This is an optimization exercise on Yosys and OpenROAD, whose aim is small area and a short achievable clock period, not a production implementation.
At most, simulation tests tie the RTL to the original design; equivalence was not proved.
The clock port is modelled as an ideal driver; clocking choices that lean on that would not hold on a real chip.
Power and IR drop assume default switching activity.

==> 04-04: inputs <==
// CPU_16_TOP
module CPU_16_TOP(
    input clk,
    input reset,
    input [15:0] Instruction,
    output [15:0] ALU_out,
    output [15:0] Program_cout, DATA_R1, DATA_R2,
    output [3:0] ALUop, Rd,
    output ALU_z, Read_Memory, B_int
    );
    wire [3:0] op = Instruction[15:12];
    wire [3:0] rd = Instruction[11:8];
    wire [3:0] rs = Instruction[7:4];
    wire [3:0] f  = Instruction[3:0];
    wire [15:0] imm = {{12{f[3]}}, f};
    wire is_r   = (op == 4'd0);
    wire is_lw  = (op == 4'd1);
    wire is_sw  = (op == 4'd2);
    wire is_adi = (op == 4'd3);
    wire is_beq = (op == 4'd4);
    wire is_bne = (op == 4'd5);
    wire is_j   = (op == 4'd6);
    wire use_imm = is_lw | is_sw | is_adi;
    wire [3:0] aluop = is_r ? ((f[3:2] == 2'b00) ? f : 4'd0)
                     : ((is_beq | is_bne) ? 4'd1 : 4'd0);
    wire reg_we = is_r | is_lw | is_adi;
    reg [15:0] R [0:15];
    wire [15:0] rs_sel = 16'd1 << rs;
    wire [15:0] rd_sel = 16'd1 << rd;
    wire [15:0] A, B;
    genvar gb, gk;
    generate
        for (gb = 0; gb < 16; gb = gb + 1) begin : rrd
            wire [5:0] na, nb;
            for (gk = 0; gk < 6; gk = gk + 1) begin : t
                if (gk < 5) begin : full
  ...
export LEC_CHECK = 0
export CAP_MARGIN = 20
export CORE_MARGIN = 2
export CORE_UTILIZATION = 55
export CTS_CLUSTER_DIAMETER = 60
export CTS_CLUSTER_SIZE = 30
export PLACE_DENSITY = 0.65
export SETUP_SLACK_MARGIN = 4
export SLEW_MARGIN = 20
export SYNTH_HIERARCHICAL = 1
export SYNTH_MINIMUM_KEEP_SIZE = 0
export TNS_END_PERCENT = 5
create_clock -name core_clock -period 11.0 [get_ports {clk}]
standard.sh (not shown) runs the stock make flow with config.mk's settings and CLKGATE_MAP_FILE= SYNTH_SCRIPT=/design/flow/synth_recipe.tcl, a recipe that flattens the netlist after the stock synthesis.
==> flow/flow/run.sh <==
#!/bin/bash
# Standard synthesis, then the standard ORFS layout with cell resizing not
# limited to same-footprint cells and a capped timing-repair effort.
set -uo pipefail
D=$(pwd)
H=$D/flow/hook.tcl
bash standard.sh synth > $D/synth.log 2>&1 || exit 1
bash standard.sh MATCH_CELL_FOOTPRINT=0 PRE_FLOORPLAN_TCL=$H PRE_CTS_TCL=$H PRE_GLOBAL_ROUTE_TCL=$H finish > $D/layout.log 2>&1
==> flow/flow/hook.tcl <==
# Timing repair as ORFS does it, with a cap on its iterations so that an
# unreachable setup margin does not keep it searching.
proc repair_timing_helper { args } {
  set additional_args {}
  append_env_var additional_args SETUP_SLACK_MARGIN -setup_margin 1
  append_env_var additional_args HOLD_SLACK_MARGIN -hold_margin 1
  append_env_var additional_args SETUP_MOVE_SEQUENCE -sequence 1
  append_env_var additional_args TNS_END_PERCENT -repair_tns 1
  append_env_var additional_args SKIP_PIN_SWAP -skip_pin_swap 0
  append_env_var additional_args SKIP_GATE_CLONING -skip_gate_cloning 0
  append_env_var additional_args SKIP_BUFFER_REMOVAL -skip_buffer_removal 0
  append_env_var additional_args SKIP_LAST_GASP -skip_last_gasp 0
  append_env_var additional_args SKIP_VT_SWAP -skip_vt_swap 0
  append_env_var additional_args SKIP_CRIT_VT_SWAP -skip_crit_vt_swap 0
  append_env_var additional_args MATCH_CELL_FOOTPRINT -match_cell_footprint 0
  lappend additional_args {*}$args -max_iterations 1500 -verbose
  log_cmd repair_timing {*}$additional_args
}
==> 12-21: changes against 04-04 <==
--- a/flow/design.v
+++ b/flow/design.v
@@ -6,21 +6,32 @@
 module g_xor2(input a, b, output y);       assign y = a ^ b;               endmodule
 module g_xnor2(input a, b, output y);      assign y = ~(a ^ b);            endmodule
 module g_aoi21(input a1, a2, b1, output y); assign y = ~((a1 & a2) | b1);  endmodule
 module g_oai21(input a1, a2, b1, output y); assign y = ~((a1 | a2) & b1);  endmodule
 module g_o221ai(input a1, a2, b1, b2, c1, output y);
     assign y = ~((a1 | a2) & (b1 | b2) & c1);
 endmodule
+module g_nand3(input a, b, c, output y);  assign y = ~(a & b & c);        endmodule
+module g_nor3(input a, b, c, output y);   assign y = ~(a | b | c);        endmodule
+module g_or2(input a, b, output y);        assign y = a | b;               endmodule
+module g_a221oi(input a1, a2, b1, b2, c1, output y);
+    assign y = ~((a1 & a2) | (b1 & b2) | c1);
+endmodule
+module g_mux4(input a0, a1, a2, a3, s0, s1, output y);
+    assign y = s1 ? (s0 ? a3 : a2) : (s0 ? a1 : a0);
+endmodule
 module g_aoi22(input a1, a2, b1, b2, output y);
     assign y = ~((a1 & a2) | (b1 & b2));
 endmodule
 module ks_adder #(parameter L = 4, parameter CIN = 0, parameter INVB = 0, parameter OUTN = 0) (
     input  [(1<<L)-1:0] a,
     input  [(1<<L)-1:0] b,
-    output [(1<<L)-1:0] s
+    output [(1<<L)-1:0] s,
+    output [(1<<L)-1:0] xo,      
+    output [(1<<L)-1:0] pno      
     );
     localparam W = 1 << L;
     wire [W-1:0] gq [0:L];
     wire [W-1:0] pq [0:L];
     wire [W-1:0] x;
     genvar i, k;
     generate
@@ -62,14 +73,16 @@
                         g_nand2 up (.a(pq[k-1][i]), .b(pq[k-1][i-D]), .y(pq[k][i]));
                     end else begin : np
                         assign pq[k][i] = 1'b1;
                     end
                 end
             end
         end
+        assign xo = x;
+        assign pno = pq[0];
         for (i = 0; i < W; i = i + 1) begin : sm
             if (i == 0) begin : b0
                 if ((CIN != 0) != (OUTN != 0)) begin : f
                     g_inv ui (.a(x[0]), .y(s[0]));
                 end else begin : t
                     assign s[0] = x[0];
                 end
@@ -105,57 +118,95 @@
     wire use_imm = is_lw | is_sw | is_adi;
     wire [3:0] aluop = is_r ? ((f[3:2] == 2'b00) ? f : 4'd0)
                      : ((is_beq | is_bne) ? 4'd1 : 4'd0);
     wire reg_we = is_r | is_lw | is_adi;
     reg [15:0] R [0:15];
     wire [15:0] rs_sel = 16'd1 << rs;
     wire [15:0] rd_sel = 16'd1 << rd;
-    wire [15:0] A, B;
+    wire [16:0] rcol [0:15];
     genvar gb, gk;
     generate
-        for (gb = 0; gb < 16; gb = gb + 1) begin : rrd
+        for (gk = 0; gk < 16; gk = gk + 1) begin : rc
+            assign rcol[gk] = {|R[gk][15:4], R[gk]};
+        end
+    endgenerate
+    wire nu = ~use_imm;
+    wire [15:0] A, B, Bseln;
+    wire bigA;
+    generate
+        for (gb = 0; gb < 17; gb = gb + 1) begin : rrd
             wire [5:0] na, nb;
+            wire ha1, ha2, hb1, hb2;
             for (gk = 0; gk < 6; gk = gk + 1) begin : t
                 if (gk < 5) begin : full
-                    aoi222 ua (.a0(R[3*gk][gb]), .s0(rs_sel[3*gk]), .a1(R[3*gk+1][gb]), .s1(rs_sel[3*gk+1]),
-                               .a2(R[3*gk+2][gb]), .s2(rs_sel[3*gk+2]), .y(na[gk]));
-                    aoi222 ub (.a0(R[3*gk][gb]), .s0(rd_sel[3*gk]), .a1(R[3*gk+1][gb]), .s1(rd_sel[3*gk+1]),
-                               .a2(R[3*gk+2][gb]), .s2(rd_sel[3*gk+2]), .y(nb[gk]));
+                    aoi222 ua (.a0(rcol[3*gk][gb]), .s0(rs_sel[3*gk]), .a1(rcol[3*gk+1][gb]), .s1(rs_sel[3*gk+1]),
+                               .a2(rcol[3*gk+2][gb]), .s2(rs_sel[3*gk+2]), .y(na[gk]));
+                    if (gb < 16) begin : bp
+                        aoi222 ub (.a0(rcol[3*gk][gb]), .s0(rd_sel[3*gk]), .a1(rcol[3*gk+1][gb]), .s1(rd_sel[3*gk+1]),
+                                   .a2(rcol[3*gk+2][gb]), .s2(rd_sel[3*gk+2]), .y(nb[gk]));
+                    end
                 end else begin : last
-                    assign na[gk] = ~(R[15][gb] & rs_sel[15]);
-                    assign nb[gk] = ~(R[15][gb] & rd_sel[15]);
-                end
-            end
-            assign A[gb] = ~&na;
-            assign B[gb] = ~&nb;
-        end
-    endgenerate
-    wire [15:0] Bsel = use_imm ? imm : B;
-    wire [15:0] sum_n, diff_n;
-    ks_adder #(.L(4), .CIN(0), .INVB(0), .OUTN(1)) add_u (.a(A), .b(Bsel), .s(sum_n));
-    ks_adder #(.L(4), .CIN(1), .INVB(1), .OUTN(1)) sub_u (.a(A), .b(Bsel), .s(diff_n));
-    wire [15:0] shl  = (|A[15:4]) ? 16'd0 : (Bsel << A[3:0]);
-    wire [15:0] andv = A & Bsel;
+                    g_nand2 ua (.a(rcol[15][gb]), .b(rs_sel[15]), .y(na[gk]));
+                    if (gb < 16) begin : bp
+                        g_nand2 ub (.a(rcol[15][gb]), .b(rd_sel[15]), .y(nb[gk]));
+                    end
+                end
+            end
+            g_nand3 ua1 (.a(na[0]), .b(na[1]), .c(na[2]), .y(ha1));
+            g_nand3 ua2 (.a(na[3]), .b(na[4]), .c(na[5]), .y(ha2));
+            if (gb < 16) begin : ab
+                g_or2 uao (.a(ha1), .b(ha2), .y(A[gb]));
+                g_nand3 ub1 (.a(nb[0]), .b(nb[1]), .c(nb[2]), .y(hb1));
+                g_nand3 ub2 (.a(nb[3]), .b(nb[4]), .c(nb[5]), .y(hb2));
+                g_or2 ubo (.a(hb1), .b(hb2), .y(B[gb]));
+                g_a221oi ubs (.a1(hb1), .a2(nu), .b1(hb2), .b2(nu), .c1(imm[gb] & use_imm), .y(Bseln[gb]));
+            end else begin : big
+                g_or2 uao (.a(ha1), .b(ha2), .y(bigA));
+            end
+        end
+    endgenerate
+    wire [15:0] sum_n, diff_n, x_add, pn_add, x_sub, pn_sub;
+    ks_adder #(.L(4), .CIN(0), .INVB(1), .OUTN(1)) add_u (.a(A), .b(Bseln), .s(sum_n), .xo(x_add), .pno(pn_add));
+    ks_adder #(.L(4), .CIN(1), .INVB(1), .OUTN(1)) sub_u (.a(A), .b(B), .s(diff_n), .xo(x_sub), .pno(pn_sub));
+    wire [15:0] sh1, shl;
+    generate
+        for (gb = 0; gb < 16; gb = gb + 1) begin : shf
+            g_mux4 u1 (.a0(B[gb]), .a1(gb >= 1 ? B[(gb+15)%16] : 1'b0),
+                       .a2(gb >= 2 ? B[(gb+14)%16] : 1'b0), .a3(gb >= 3 ? B[(gb+13)%16] : 1'b0),
+                       .s0(A[0]), .s1(A[1]), .y(sh1[gb]));
+            g_mux4 u2 (.a0(sh1[gb]), .a1(gb >= 4 ? sh1[(gb+12)%16] : 1'b0),
+                       .a2(gb >= 8 ? sh1[(gb+8)%16] : 1'b0), .a3(gb >= 12 ? sh1[(gb+4)%16] : 1'b0),
+                       .s0(A[2]), .s1(A[3]), .y(shl[gb]));
+        end
+    endgenerate
+    wire [15:0] andv = A & B;
     wire sel_add = (aluop[1:0] == 2'd0);
     wire sel_sub = (aluop[1:0] == 2'd1);
     wire sel_shl = (aluop[1:0] == 2'd2);
     wire sel_and = (aluop[1:0] == 2'd3);
+    wire shl_on = sel_shl & ~bigA;
     wire [15:0] other_n, res;
-    genvar gr;
-    generate
-        for (gr = 0; gr < 16; gr = gr + 1) begin : rmux
-            g_aoi22 uo (.a1(shl[gr]), .a2(sel_shl), .b1(andv[gr]), .b2(sel_and), .y(other_n[gr]));
-            g_o221ai ur (.a1(sum_n[gr]), .a2(~sel_add), .b1(diff_n[gr]), .b2(~sel_sub), .c1(other_n[gr]), .y(res[gr]));
-        end
-    endgenerate
-    wire z_add = (((A ^ {A[14:0] | Bsel[14:0], 1'b0}) ^ Bsel) == 16'd0);
-    wire eq = (A == B);            
-    wire z_sub = eq;               
+    generate
+        for (gb = 0; gb < 16; gb = gb + 1) begin : rmux
+            g_aoi22 uo (.a1(shl[gb]), .a2(shl_on), .b1(andv[gb]), .b2(sel_and), .y(other_n[gb]));
+            g_o221ai ur (.a1(sum_n[gb]), .a2(~sel_add), .b1(diff_n[gb]), .b2(~sel_sub), .c1(other_n[gb]), .y(res[gb]));
+        end
+    endgenerate
+    wire [15:0] t_add;
+    assign t_add[0] = x_add[0];
+    generate
+        for (gb = 1; gb < 16; gb = gb + 1) begin : za
+            g_xnor2 ut (.a(x_add[gb]), .b(pn_add[gb-1]), .y(t_add[gb]));
+        end
+    endgenerate
+    wire z_add = ~|t_add;
+    wire eq = &x_sub;
+    wire z_sub = eq;
     wire [15:0] keep = 16'hffff >> A[3:0];       
-    wire z_shl = (|A[15:4]) | ((Bsel & keep) == 16'd0);
+    wire z_shl = bigA | ((B & keep) == 16'd0);
     wire z_and = (andv == 16'd0);
     reg zero;
     always @(*) begin
         case (aluop[1:0])
             2'd0: zero = z_add;
             2'd1: zero = z_sub;
             2'd2: zero = z_shl;
@@ -182,16 +233,16 @@
                     aoi222 ue (.a0(E[3*gk][gb]), .s0(esel[3*gk]), .a1(E[3*gk+1][gb]), .s1(esel[3*gk+1]),
                                .a2(E[3*gk+2][gb]), .s2(esel[3*gk+2]), .y(ne[gk]));
                 end else begin : last
                     assign no[gk] = ~((O[126][gb] & osel[126]) | (O[127][gb] & osel[127]));
                     assign ne[gk] = ~((E[126][gb] & esel[126]) | (E[127][gb] & esel[127]));
                 end
             end
-            assign ob[gb] = ~&no;
-            assign eb[gb] = ~&ne;
+            mor43 co (.n(no), .y(ob[gb]));
+            mor43 ce (.n(ne), .y(eb[gb]));
         end
     endgenerate
     wire [15:0] mword = a[0] ? {ob, eb} : {eb, ob};
     always @(posedge clk) begin
         if (is_sw) begin
             O[orow] <= a[0] ? B[15:8] : B[7:0];
             E[erow] <= a[0] ? B[7:0] : B[15:8];
@@ -226,7 +277,28 @@
 endmodule
 module aoi222(
     input a0, s0, a1, s1, a2, s2,
     output y
     );
     assign y = ~((a0 & s0) | (a1 & s1) | (a2 & s2));
 endmodule
+module mor43(
+    input [42:0] n,
+    output y
+    );
+    wire [14:0] h;
+    wire [4:0] m;
+    wire [1:0] q;
+    genvar i;
+    generate
+        for (i = 0; i < 14; i = i + 1) begin : l1
+            g_nand3 u (.a(n[3*i]), .b(n[3*i+1]), .c(n[3*i+2]), .y(h[i]));
+        end
+        g_inv u14 (.a(n[42]), .y(h[14]));
+        for (i = 0; i < 5; i = i + 1) begin : l2
+            g_nor3 u (.a(h[3*i]), .b(h[3*i+1]), .c(h[3*i+2]), .y(m[i]));
+        end
+    endgenerate
+    g_nand3 u30 (.a(m[0]), .b(m[1]), .c(m[2]), .y(q[0]));
+    g_nand2 u31 (.a(m[3]), .b(m[4]), .y(q[1]));
+    g_or2 u4 (.a(q[0]), .b(q[1]), .y(y));
+endmodule
==> run summary <==
Between 12-21 and 04-04, the lower clock skew is in 04-04 (gap 0.0076 ns). Sequential cell count is the same in 04-04 and 12-21. Against 04-04, the register-to-register slack of 12-21 is better by 0.82 ns. In 12-21 the die area is higher than in 04-04, by 0.37%. In 12-21 the area after synthesis is higher than in 04-04, by 0.37%. Of 12-21 and 04-04, 04-04 has the higher core utilization (gap 1.8 points). Of 04-04 and 12-21, 04-04 has the higher non-clock buffer count (gap 137). Of 12-21 and 04-04, 12-21 has the higher count of clock-buffer cells in the layout (gap 8). In 12-21 the total power is smaller than in 04-04, by 3.8%. In 12-21 the sequential share of layout area is higher than in 04-04, by 1.4 points.
Function not checked in 04-04: the RTL went through the layout flow alone.

* * *

==> inputs of run Y <==
==> flow/design.v <==
module CPU_16_TOP(
    input clk,
    input reset,
    input [15:0] Instruction,
    output [15:0] ALU_out,
    output [15:0] Program_cout, DATA_R1, DATA_R2,
    output [3:0] ALUop, Rd,
    output ALU_z, Read_Memory, B_int
    );
    wire [3:0] op = Instruction[15:12];
    wire [3:0] rd = Instruction[11:8];
    wire [3:0] rs = Instruction[7:4];
    wire [3:0] f  = Instruction[3:0];
    wire [15:0] imm = {{12{f[3]}}, f};
    wire is_r   = (op == 4'd0);
    wire is_lw  = (op == 4'd1);
    wire is_sw  = (op == 4'd2);
    wire is_adi = (op == 4'd3);
    wire is_beq = (op == 4'd4);
    wire is_bne = (op == 4'd5);
    wire is_j   = (op == 4'd6);
    wire use_imm = is_lw | is_sw | is_adi;
    wire [3:0] aluop = is_r ? ((f[3:2] == 2'b00) ? f : 4'd0)
                     : ((is_beq | is_bne) ? 4'd1 : 4'd0);
    wire reg_we = is_r | is_lw | is_adi;
    reg [15:0] R [0:15];
    wire [15:0] A = R[rs];
    wire [15:0] B = R[rd];
    wire [15:0] Bsel = use_imm ? imm : B;
    wire [15:0] sum  = A + Bsel;
    wire [15:0] diff = A - Bsel;
    wire [15:0] shl  = (|A[15:4]) ? 16'd0 : (Bsel << A[3:0]);
    wire [15:0] andv = A & Bsel;
    reg  [15:0] res;
    always @(*) begin
        case (aluop[1:0])
            2'd0: res = sum;
            2'd1: res = diff;
            2'd2: res = shl;
            default: res = andv;
        endcase
    end
    wire zero = (res == 16'd0);
    reg [7:0] E [0:127];    
    reg [7:0] O [0:127];    
    wire [7:0] a  = A[7:0] + imm[7:0];           
    wire [7:0] a1 = A[7:0] + imm[7:0] + 8'd1;    
    wire [6:0] orow = a[7:1];                    
    wire [6:0] erow = a1[7:1];                   
    wire [7:0] ob = O[orow];
    wire [7:0] eb = E[erow];
    wire [15:0] mword = a[0] ? {ob, eb} : {eb, ob};
    always @(posedge clk) begin
        if (is_sw) begin
            O[orow] <= a[0] ? B[15:8] : B[7:0];
            E[erow] <= a[0] ? B[7:0] : B[15:8];
        end
    end
    wire [15:0] wdata = is_lw ? mword : res;
    always @(posedge clk) begin
        if (reg_we)
            R[rd] <= wdata;
    end
    reg [15:0] pc;
    wire [15:0] pc2 = pc + 16'd2;
    wire [15:0] off = is_j ? {{3{Instruction[11]}}, Instruction[11:0], 1'b0}
                           : {{11{f[3]}}, f, 1'b0};
    wire [15:0] target = pc2 + off;
    wire taken = is_j | (is_beq & zero) | (is_bne & ~zero);
    always @(posedge clk) begin
        if (reset)
            pc <= 16'd0;
        else
            pc <= taken ? target : pc2;
    end
    assign ALU_out = res;
    assign Program_cout = pc;
    assign DATA_R1 = A;
    assign DATA_R2 = B;
    assign ALUop = aluop;
    assign Rd = rd;
    assign ALU_z = zero;
    assign Read_Memory = is_lw;
    assign B_int = is_beq;
endmodule
==> flow/run.sh <==
#!/bin/bash
# synth_recipe.tcl (not shown) runs the flow's synth.tcl, then flattens the netlist and writes it again
# the make line also repeats each setting of config.mk as NAME=value (left out here)
make -C /OpenROAD-flow-scripts/flow DESIGN_CONFIG=/design/flow/config.mk WORK_HOME=/design/flow/orfs CLKGATE_MAP_FILE= SYNTH_SCRIPT=/design/flow/synth_recipe.tcl finish
==> flow/config.mk <==
export PLATFORM = sky130hd
export DESIGN_NAME = CPU_16_TOP
export DESIGN_NICKNAME = CPU_16_TOP
export VERILOG_FILES = /design/flow/design.v
export SDC_FILE = /design/flow/constraint.sdc
export NUM_CORES = 4
export LEC_CHECK = 0
export CAP_MARGIN = 20
export CORE_MARGIN = 2
export CORE_UTILIZATION = 30
export PLACE_DENSITY = 0.4
export SLEW_MARGIN = 20
==> flow/constraint.sdc <==
create_clock -name core_clock -period 11.0 [get_ports {clk}]
set_input_delay 2.2000 -clock core_clock [delete_from_list [all_inputs] [get_ports {clk}]]
set_output_delay 2.2000 -clock core_clock [all_outputs]
set_load 0.01 [all_outputs]
==> run X (differences from run Y) <==
--- a/flow/design.v
+++ b/flow/design.v
@@ -42,3 +42,17 @@
     end
-    wire zero = (res == 16'd0);
+    wire z_add = ((A ^ Bsel) == {A[14:0] | Bsel[14:0], 1'b0});
+    wire z_sub = (A == Bsel);
+    wire [15:0] keep = 16'hffff >> A[3:0];       
+    wire z_shl = (|A[15:4]) | ((Bsel & keep) == 16'd0);
+    wire z_and = (andv == 16'd0);
+    reg zero;
+    always @(*) begin
+        case (aluop[1:0])
+            2'd0: zero = z_add;
+            2'd1: zero = z_sub;
+            2'd2: zero = z_shl;
+            default: zero = z_and;
+        endcase
+    end
+    wire eq = (A == B);                          
     reg [7:0] E [0:127];    
@@ -68,3 +82,3 @@
     wire [15:0] target = pc2 + off;
-    wire taken = is_j | (is_beq & zero) | (is_bne & ~zero);
+    wire taken = is_j | (is_beq & eq) | (is_bne & ~eq);
     always @(posedge clk) begin
==> flow/flow/run.sh (new file) <==
#!/bin/bash
# Standard synthesis, then the standard ORFS layout with cell resizing not
# limited to same-footprint cells and a capped timing-repair effort.
set -uo pipefail
D=$(pwd)
H=$D/flow/hook.tcl
bash standard.sh synth > $D/synth.log 2>&1 || exit 1
bash standard.sh MATCH_CELL_FOOTPRINT=0 PRE_FLOORPLAN_TCL=$H PRE_CTS_TCL=$H PRE_GLOBAL_ROUTE_TCL=$H finish > $D/layout.log 2>&1
==> flow/flow/hook.tcl (new file) <==
# Timing repair as ORFS does it, with a cap on its iterations so that an
# unreachable setup margin does not keep it searching.
proc repair_timing_helper { args } {
  set additional_args {}
  append_env_var additional_args SETUP_SLACK_MARGIN -setup_margin 1
  append_env_var additional_args HOLD_SLACK_MARGIN -hold_margin 1
  append_env_var additional_args SETUP_MOVE_SEQUENCE -sequence 1
  append_env_var additional_args TNS_END_PERCENT -repair_tns 1
  append_env_var additional_args SKIP_PIN_SWAP -skip_pin_swap 0
  append_env_var additional_args SKIP_GATE_CLONING -skip_gate_cloning 0
  append_env_var additional_args SKIP_BUFFER_REMOVAL -skip_buffer_removal 0
  append_env_var additional_args SKIP_LAST_GASP -skip_last_gasp 0
  append_env_var additional_args SKIP_VT_SWAP -skip_vt_swap 0
  append_env_var additional_args SKIP_CRIT_VT_SWAP -skip_crit_vt_swap 0
  append_env_var additional_args MATCH_CELL_FOOTPRINT -match_cell_footprint 0
  lappend additional_args {*}$args -max_iterations 1500 -verbose
  log_cmd repair_timing {*}$additional_args
}
==> flow/standard.sh (new file) <==
#!/bin/bash
# synth_recipe.tcl (not shown) runs the flow's synth.tcl, then flattens the netlist and writes it again
# the make line also repeats each setting of config.mk as NAME=value (left out here)
make -C /OpenROAD-flow-scripts/flow DESIGN_CONFIG=/design/flow/config.mk WORK_HOME=/design/flow/orfs CLKGATE_MAP_FILE= SYNTH_SCRIPT=/design/flow/synth_recipe.tcl "${@:-finish}"
--- a/flow/config.mk
+++ b/flow/config.mk
@@ -9,4 +9,8 @@
 export CORE_MARGIN = 2
-export CORE_UTILIZATION = 30
-export PLACE_DENSITY = 0.4
+export CORE_UTILIZATION = 55
+export CTS_CLUSTER_DIAMETER = 60
+export CTS_CLUSTER_SIZE = 30
+export PLACE_DENSITY = 0.65
+export SETUP_SLACK_MARGIN = 4
 export SLEW_MARGIN = 20
+export TNS_END_PERCENT = 5
removed: flow/run.sh
==> impl_metrics.json <==
{
  "rrSetupSlack_ns": 3.89,
  "wire_per_inst_um": 34.0,
  "postLayoutCellArea_um2": 116000,
  "syn_inst": 6537,
  "post_cts_resized": 376,
  "comb.multi_input.count": 3691,
  "cts_setup_buffers": 157,
  "synth_compound_area_frac": 0.0863,
  "status": "complete, no violations"
}
[end of results for run X]
==> impl_metrics.json <==
{
  "status": "complete, no violations",
  "wire_per_inst_um": 32.2,
  "comb.multi_input.count": 3201,
  "post_cts_resized": 0,
  "syn_inst": 5974,
  "cts_setup_buffers": 0
}
[end of results for run Y]
No functional check of the RTL was part of run X.

afterwards: timing with drivers on the ports:
In the flow no input, the clock included, has a driving cell. The finished layouts below were timed again as built, in two steps.
Step 1 sets driving cells, clkbuf_16 on the clock port and buf_2 on the other inputs (assumed; they add their load-dependent delay and slew).
Step 2 moves the port delays by t, midway between the first and last clock arrival at a register: inputs arrive t later, outputs are due t later. That takes back most of the time a late clock gives input paths.
a / b / c = ideal ports / drivers / drivers and shift; a / b = the first two.
run	t (ns)	slack for setup (ns)	worst setup path at the end	clock arrival spread, ns
04-04	0.865	2.641 / 2.576 / 1.789	input to register	0.056 / 0.055
12-21	0.881	3.059 / 2.973 / 2.576	input to register	0.055 / 0.055
run Y	0.957	0.503 / 0.479 / 0.359	input to register	0.085 / 0.085
run X	0.932	2.554 / 2.345 / 1.622	input to register	0.056 / 0.056
After both steps setup and hold are still met in every run listed. The setup slack of run X, which loses most, moves by -0.209 ns with the drivers and by -0.932 ns with both steps.
